This is an optimization exercise on Yosys and OpenROAD, whose aim is small area, a short achievable clock period and few clock cycles per item, not a production implementation. RTL that was checked went through simulation tests only; none was proved equivalent to the original.

## interp_top
module interp_top #(
  parameter  int unsigned W = 16
) (
  input              clk,
  input              rstn,
  input              en,
  input  [8*W-1:0]   feat,
  input  [9*W-1:0]   x,
  input  [9*W-1:0]   y,
  input  [9*W-1:0]   z,
  output [W-1:0]     interpolated_feat,
  output             done
);
For scale: about 1800 cells after synthesis, roughly 110 flip-flops, ~580 I/O pins, about 14000 sq um of cells after synthesis.
Settings: LEC_CHECK=0, CAP_MARGIN=20, CORE_MARGIN=2, CORE_UTILIZATION=40, PLACE_DENSITY=0.6, SLEW_MARGIN=20; clock period 33.0 ns.
standard.sh (not shown) runs the stock make flow with config.mk's settings and CLKGATE_MAP_FILE= SYNTH_SCRIPT=/design/flow/synth_recipe.tcl, a recipe that flattens the netlist after the stock synthesis.
==> flow/flow/run.sh <==
#!/bin/bash
set -euo pipefail
export BUFFER_PORTS_ARGS="-buffer_cell sky130_fd_sc_hd__buf_1"
export SETUP_SLACK_MARGIN=24
bash standard.sh > standard_flow.log 2>&1
Testbench counts at the start, summed over its fixed seeds: cycles 65,649, items 2,400.
==> next run, changes <==
==> flow/flow/run.sh (replaced) <==
#!/bin/bash
set -euo pipefail
export BUFFER_PORTS_ARGS="-buffer_cell sky130_fd_sc_hd__buf_1"
export SETUP_SLACK_MARGIN=23
bash standard.sh > standard_flow.log 2>&1
Outcome: Global-route usage came out lower by 0.60 points. Cell area came out lower by 6.2%.
==> next run, changes <==
==> flow/flow/run.sh (replaced) <==
#!/bin/bash
set -euo pipefail
export BUFFER_PORTS_ARGS="-buffer_cell sky130_fd_sc_hd__buf_1"
export SETUP_SLACK_MARGIN=22
bash standard.sh > standard_flow.log 2>&1
The new run finished with timing, DRC and antenna clean. Cell count came out lower by 0.83%. Global-route usage came out higher by 0.36 points.
==> next run, changes <==
==> flow/flow/run.sh (replaced) <==
#!/bin/bash
set -euo pipefail
export BUFFER_PORTS_ARGS="-buffer_cell sky130_fd_sc_hd__buf_1"
bash standard.sh > standard_flow.log 2>&1
The changed run completed with no timing, DRC or antenna violations; hold slack barely changes; routed wire length barely changes; critical path depth went down by 3; sequential share of layout area is higher by 0.22 points; via count is about the same; sequential cell count stays the same.
==> next run, changes <==
==> flow/flow/run.sh (replaced) <==
#!/bin/bash
set -euo pipefail
export BUFFER_PORTS_ARGS="-buffer_cell sky130_fd_sc_hd__buf_1"
export SETUP_SLACK_MARGIN=23
bash standard.sh > standard_flow.log 2>&1
CORE_UTILIZATION = 65   (was 40)
PLACE_DENSITY = 0.8   (was 0.6)
With this change the flow stopped in 3_2_place_iop.
Synthesized area is unchanged.
Synthesized cell count is unchanged.

========
## exp/amber
interp_top, a different RTL version from the one above (not shown whole).
For scale: about 580 I/O pins, about 14,000 um^2 of cells after synthesis.
// interp_top
module interp_top #(
  parameter  int unsigned W = 16
) (
  input              clk,
  input              rstn,
  input              en,
  input  [8*W-1:0]   feat,
  input  [9*W-1:0]   x,
  input  [9*W-1:0]   y,
  input  [9*W-1:0]   z,
  output [W-1:0]     interpolated_feat,
  output             done
);
clock: 33.0 ns
lec_check: 0
cap_margin: 20
core_aspect_ratio: 0.25
core_margin: 2
core_utilization: 55
place_density: 0.65
slew_margin: 20
==> flow/flow/run.sh <==
#!/bin/bash
set -euo pipefail
export BUFFER_PORTS_ARGS="-buffer_cell sky130_fd_sc_hd__buf_1"
export SETUP_SLACK_MARGIN=23
bash standard.sh > standard_flow.log 2>&1
Testbench counts of exp/amber, summed over its fixed seeds: cycles 65,649, items 2,400.
## Diff of input files: exp/violet against exp/amber
Settings: CORE_ASPECT_RATIO removed (was 0.25); PLACE_DENSITY changed from 0.65 to 0.6; CORE_UTILIZATION changed from 55 to 40.
==> flow/run.sh (new file) <==
#!/bin/bash
# synth_recipe.tcl (not shown) runs the flow's synth.tcl, then flattens the netlist and writes it again
# the make line also repeats each setting of config.mk as NAME=value (left out here)
make -C /OpenROAD-flow-scripts/flow DESIGN_CONFIG=/design/flow/config.mk WORK_HOME=/design/flow/orfs CLKGATE_MAP_FILE= SYNTH_SCRIPT=/design/flow/synth_recipe.tcl finish
removed: flow/flow/run.sh
removed: flow/standard.sh
[summary]
- [compare] base=exp/amber new=exp/violet: critical path depth up 26; share of the clock period used by the worst path after layout up 5.2 points.
- From exp/amber to exp/violet the numbers moved as follows: final worst setup slack now sits lower, first-pass GRT wire length now sits higher, number of non-clock buffers in the layout now sits lower, final period demand of the worst path now sits higher.
- exp/violet ends up with lower sequential share of layout area than exp/amber does.
- Compared with exp/amber, exp/violet shows met3 global-route usage lower by 4.7 points.
- Relative to exp/amber, the fraction of layout instances using a drive strength above 1 of exp/violet is lower by 4.2 points.
- Of exp/violet and exp/amber, the higher relative area of non-clock buffer cells in the final design belongs to exp/violet.
Input changes introduced in exp/delta (baseline for comparison: exp/violet):
==> flow/flow/run.sh (new file) <==
#!/bin/bash
set -euo pipefail
export BUFFER_PORTS_ARGS="-buffer_cell sky130_fd_sc_hd__buf_1"
export SETUP_SLACK_MARGIN=23
bash standard.sh > standard_flow.log 2>&1
==> flow/standard.sh (new file) <==
#!/bin/bash
# synth_recipe.tcl (not shown) runs the flow's synth.tcl, then flattens the netlist and writes it again
# the make line also repeats each setting of config.mk as NAME=value (left out here)
make -C /OpenROAD-flow-scripts/flow DESIGN_CONFIG=/design/flow/config.mk WORK_HOME=/design/flow/orfs CLKGATE_MAP_FILE= SYNTH_SCRIPT=/design/flow/synth_recipe.tcl "${@:-finish}"
removed: flow/run.sh
[compare] base=exp/violet new=exp/delta: met2 usage lower, total wire length after detailed routing lower, number of cell instances on the worst register-to-register path higher, number of global-route vias before repair lower. Going from exp/violet to exp/delta, final antenna diode count grew by more than a quarter. Comparing exp/violet and exp/delta, the lower final area is on exp/delta. From exp/violet to exp/delta the numbers moved as follows: top fanout value on the critical path decreased 16, count of instances resized after the clock tree is built increased 21. exp/delta: done, clean on timing, DRC and antenna.
The inputs of exp/lagoon differ from those of exp/delta as listed below.
Settings: ABC_AREA newly set to 1.
Findings:
exp/lagoon against exp/delta: required arrival time at the worst endpoint rose by 0.02 ns. exp/lagoon improves on exp/delta in slack of the worst reg-to-reg path. Total setup buffers inserted after CTS: lower on exp/lagoon. Re cell count after placement: exp/lagoon and exp/delta aren't equal, and the higher value belongs to exp/lagoon. exp/lagoon and exp/delta ended up with roughly the same maximum frequency. exp/lagoon against exp/delta; layout inverter count without the clock tree is up by more than 100%. exp/lagoon vs. exp/delta: via count moved up, non-clock buffer count moved down, met1 wire length moved up.
> inputs changed (exp/lagoon -> exp/ember)
Settings: removing ABC_AREA (formerly 1).
==> flow/flow/run.sh <==
#!/bin/bash
set -euo pipefail
export BUFFER_PORTS_ARGS="-buffer_cell sky130_fd_sc_hd__buf_1"
export SETUP_SLACK_MARGIN=23.5
bash standard.sh > standard_flow.log 2>&1
Results
On wire length of the first global-routing pass, exp/lagoon loses to exp/ember.
Compared with exp/lagoon, exp/ember shows final area that has gone up by a few percent.
Summary: with exp/lagoon as the reference, total inserted antenna cells in exp/ember moved up by more than 10%.
Taking exp/lagoon as the reference point, the reg2reg setup slack of exp/ember rises by 0.20 ns.
Density: exp/ember denser than exp/lagoon
### exp/ember -> exp/sierra
Settings: a change of PLACE_DENSITY from 0.6 to 0.75.
==> flow/flow/run.sh <==
#!/bin/bash
set -euo pipefail
export BUFFER_PORTS_ARGS="-buffer_cell sky130_fd_sc_hd__buf_1"
export SETUP_SLACK_MARGIN=23
bash standard.sh > standard_flow.log 2>&1
==> comparison <==
exp/sierra vs. exp/ember: first-pass GRT wire length ~0 delta; number of setup buffers added after CTS dropped 14.
Re final area: exp/sierra and exp/ember aren't equal, and the lower value belongs to exp/sierra.
Compared with exp/ember, exp/sierra shows time the final worst path needs with I/O delays and setup higher by 0.18 ns.
| clock transition at the register clock pins on the worst setup and hold paths after CTS | exp/ember vs exp/sierra | ≈ equal |
Of exp/sierra and exp/ember, exp/sierra shows the higher post-detailed-route via-to-cell ratio, with exp/ember below it.
exp/sierra drops more vias than exp/ember.
Going from exp/ember to exp/sierra, number of cells in the finished layout apart from fillers shrank slightly.

========
Another version of the RTL of interp_top (not shown whole).
Size in the first run: about 1700 cells after synthesis, ~580 I/O pins, ~15000 um2 of cells after synthesis.
clock: 33.0 ns
lec_check: 0
cap_margin: 20
core_margin: 2
core_utilization: 40
place_density: 0.6
slew_margin: 20
==> flow/flow/run.sh <==
#!/bin/bash
set -euo pipefail
export BUFFER_PORTS_ARGS="-buffer_cell sky130_fd_sc_hd__buf_1"
export SETUP_SLACK_MARGIN=21.5
bash standard.sh > standard_flow.log 2>&1
The first run produced a clean layout.
Testbench counts at the start, summed over its fixed seeds: cycles 56,492, items 2,400.
Change:
==> flow/flow/run.sh (replaced) <==
#!/bin/bash
set -euo pipefail
export BUFFER_PORTS_ARGS="-buffer_cell sky130_fd_sc_hd__buf_1"
export SETUP_SLACK_MARGIN=22.5
bash standard.sh > standard_flow.log 2>&1
Result: The changed run produced a clean layout. Synthesized area stays the same. Die area is unchanged. Register-to-register slack gains 0.59 ns. Utilization grows by 2.3 points. Wire length shrinks by 0.67%. Via count grows by 1.1%. Clock-buffer cell count does not change. Setup slack gains 0.59 ns.
Change:
==> flow/flow/run.sh (replaced) <==
#!/bin/bash
set -euo pipefail
export BUFFER_PORTS_ARGS="-buffer_cell sky130_fd_sc_hd__buf_1"
export SETUP_SLACK_MARGIN=22
bash standard.sh > standard_flow.log 2>&1
=>
- The changed run produced a clean layout
- design area drops by a few percent
- non-clock buffer count drops by 13

========
interp_top, a different RTL version from the one above (not shown whole).
Size: roughly 1900 cells after synthesis, about 0.015 mm² of cells after synthesis.
==> flow/config.mk <==
export PLATFORM = sky130hd
export DESIGN_NAME = interp_top
export DESIGN_NICKNAME = interp_top
export VERILOG_FILES = /design/flow/design.v
export SDC_FILE = /design/flow/constraint.sdc
export NUM_CORES = 4
export LEC_CHECK = 0
export CAP_MARGIN = 20
export CORE_MARGIN = 2
export CORE_UTILIZATION = 40
export PLACE_DENSITY = 0.6
export SLEW_MARGIN = 20
==> flow/constraint.sdc <==
create_clock -name core_clock -period 33.0 [get_ports {clk}]
set_input_delay 6.6000 -clock core_clock [delete_from_list [all_inputs] [get_ports {clk}]]
set_output_delay 6.6000 -clock core_clock [all_outputs]
set_load 0.01 [all_outputs]
==> flow/flow/run.sh <==
#!/bin/bash
set -euo pipefail
export BUFFER_PORTS_ARGS="-buffer_cell sky130_fd_sc_hd__buf_1"
export SETUP_SLACK_MARGIN=22
bash standard.sh > standard_flow.log 2>&1
The baseline finished clean.
Change:
==> flow/flow/run.sh (replaced) <==
#!/bin/bash
set -euo pipefail
export BUFFER_PORTS_ARGS="-buffer_cell sky130_fd_sc_hd__buf_1"
export SETUP_SLACK_MARGIN=23
bash standard.sh > standard_flow.log 2>&1
=> Worst setup slack is better by 0.27 ns. Clock skew is about the same. Area after synthesis does not change. Design area increases by roughly a tenth.
Change:
==> flow/flow/run.sh (replaced) <==
#!/bin/bash
set -euo pipefail
export BUFFER_PORTS_ARGS="-buffer_cell sky130_fd_sc_hd__buf_1"
export SETUP_SLACK_MARGIN=22.5
bash standard.sh > standard_flow.log 2>&1
What happened:
- global-route usage drops by 0.57 points
- final area drops by 3.7%
- routed wire length goes down by 3.1%
- die area does not change
- synthesized area is unchanged
- via count fell by about 2.3%
- worst setup slack gets worse by 0.16 ns
- hold slack gets worse by 0.0079 ns
- first-iteration DRC count drops by about 17%
Change:
==> flow/flow/run.sh (replaced) <==
#!/bin/bash
set -euo pipefail
export BUFFER_PORTS_ARGS="-buffer_cell sky130_fd_sc_hd__buf_1"
export SETUP_SLACK_MARGIN=21
bash standard.sh > standard_flow.log 2>&1
=> The new run finished clean; wire length went down by 2.7%; global-route usage went down by 0.60 points.
No run of this note included a check of the RTL's function; only the layout flow was run.

[what the ideal ports hide]
The flow's constraints put no driver on any port. The routed layouts listed below were extracted and timed again, unchanged, in two steps.
Step 1 (the two cells are an assumption about what drives the block):
set clk [get_ports {clk}]
set_driving_cell -lib_cell sky130_fd_sc_hd__clkbuf_16 $clk
set_driving_cell -lib_cell sky130_fd_sc_hd__buf_2 [delete_from_list [all_inputs] $clk]
Step 2 times the ports against the registers' clock, not the clock port: input delays grow and output delays shrink by t, the midpoint of the rising clock arrivals with the driver on.
Three values: no drivers, after step 1, after step 2; two values: the first two.
| run | t (ns) | slack for setup (ns) | hold WS [ns] | cell pins on the clock port's net |
|---|---|---|---|---|
| the first run of note 1 | 0.406 | 23.365 / 23.366 / 22.960 | 0.441 / 0.441 / 0.441 | 1 |
| the second run of note 1 | 0.402 | 23.134 / 23.069 / 22.667 | 0.433 / 0.433 / 0.433 | 1 |
| the third run of note 1 | 0.400 | 22.586 / 22.586 / 22.337 | 0.445 / 0.445 / 0.445 | 1 |
| the fourth run of note 1 | 0.400 | 19.566 / 19.566 / 19.566 | 0.447 / 0.447 / 0.447 | 1 |
| exp/amber | 0.417 | 22.927 / 22.933 / 22.516 | 0.477 / 0.477 / 0.477 | 1 |
| exp/violet | 0.401 | 21.219 / 21.219 / 21.219 | 0.478 / 0.478 / 0.478 | 1 |
| exp/delta | 0.404 | 23.059 / 23.082 / 22.678 | 0.478 / 0.478 / 0.478 | 1 |
| exp/lagoon | 0.412 | 23.076 / 23.086 / 22.673 | 0.474 / 0.474 / 0.474 | 1 |
| exp/ember | 0.405 | 23.308 / 23.333 / 22.928 | 0.485 / 0.485 / 0.485 | 1 |
| exp/sierra | 0.401 | 23.123 / 23.143 / 22.742 | 0.475 / 0.475 / 0.475 | 1 |
| the first run of note 3 | 0.411 | 21.980 / 21.980 / 21.980 | 0.476 / 0.476 / 0.476 | 1 |
| the second run of note 3 | 0.411 | 22.570 / 22.570 / 22.356 | 0.476 / 0.476 / 0.476 | 1 |
| the third run of note 3 | 0.417 | 22.282 / 22.282 / 22.282 | 0.486 / 0.486 / 0.486 | 1 |
| the first run of note 4 | 0.412 | 22.243 / 22.236 / 21.824 | 0.477 / 0.477 / 0.477 | 1 |
| the second run of note 4 | 0.410 | 22.515 / 22.447 / 22.037 | 0.481 / 0.481 / 0.481 | 1 |
| the third run of note 4 | 0.413 | 22.356 / 22.357 / 21.944 | 0.473 / 0.473 / 0.473 | 1 |
| the fourth run of note 4 | 0.408 | 21.519 / 21.490 / 21.082 | 0.473 / 0.473 / 0.473 | 1 |
After both steps setup and hold are still met in every run listed. For the second run of note 4, which loses most, drivers alone change the setup slack by -0.068 ns; drivers and shift together by -0.478 ns.
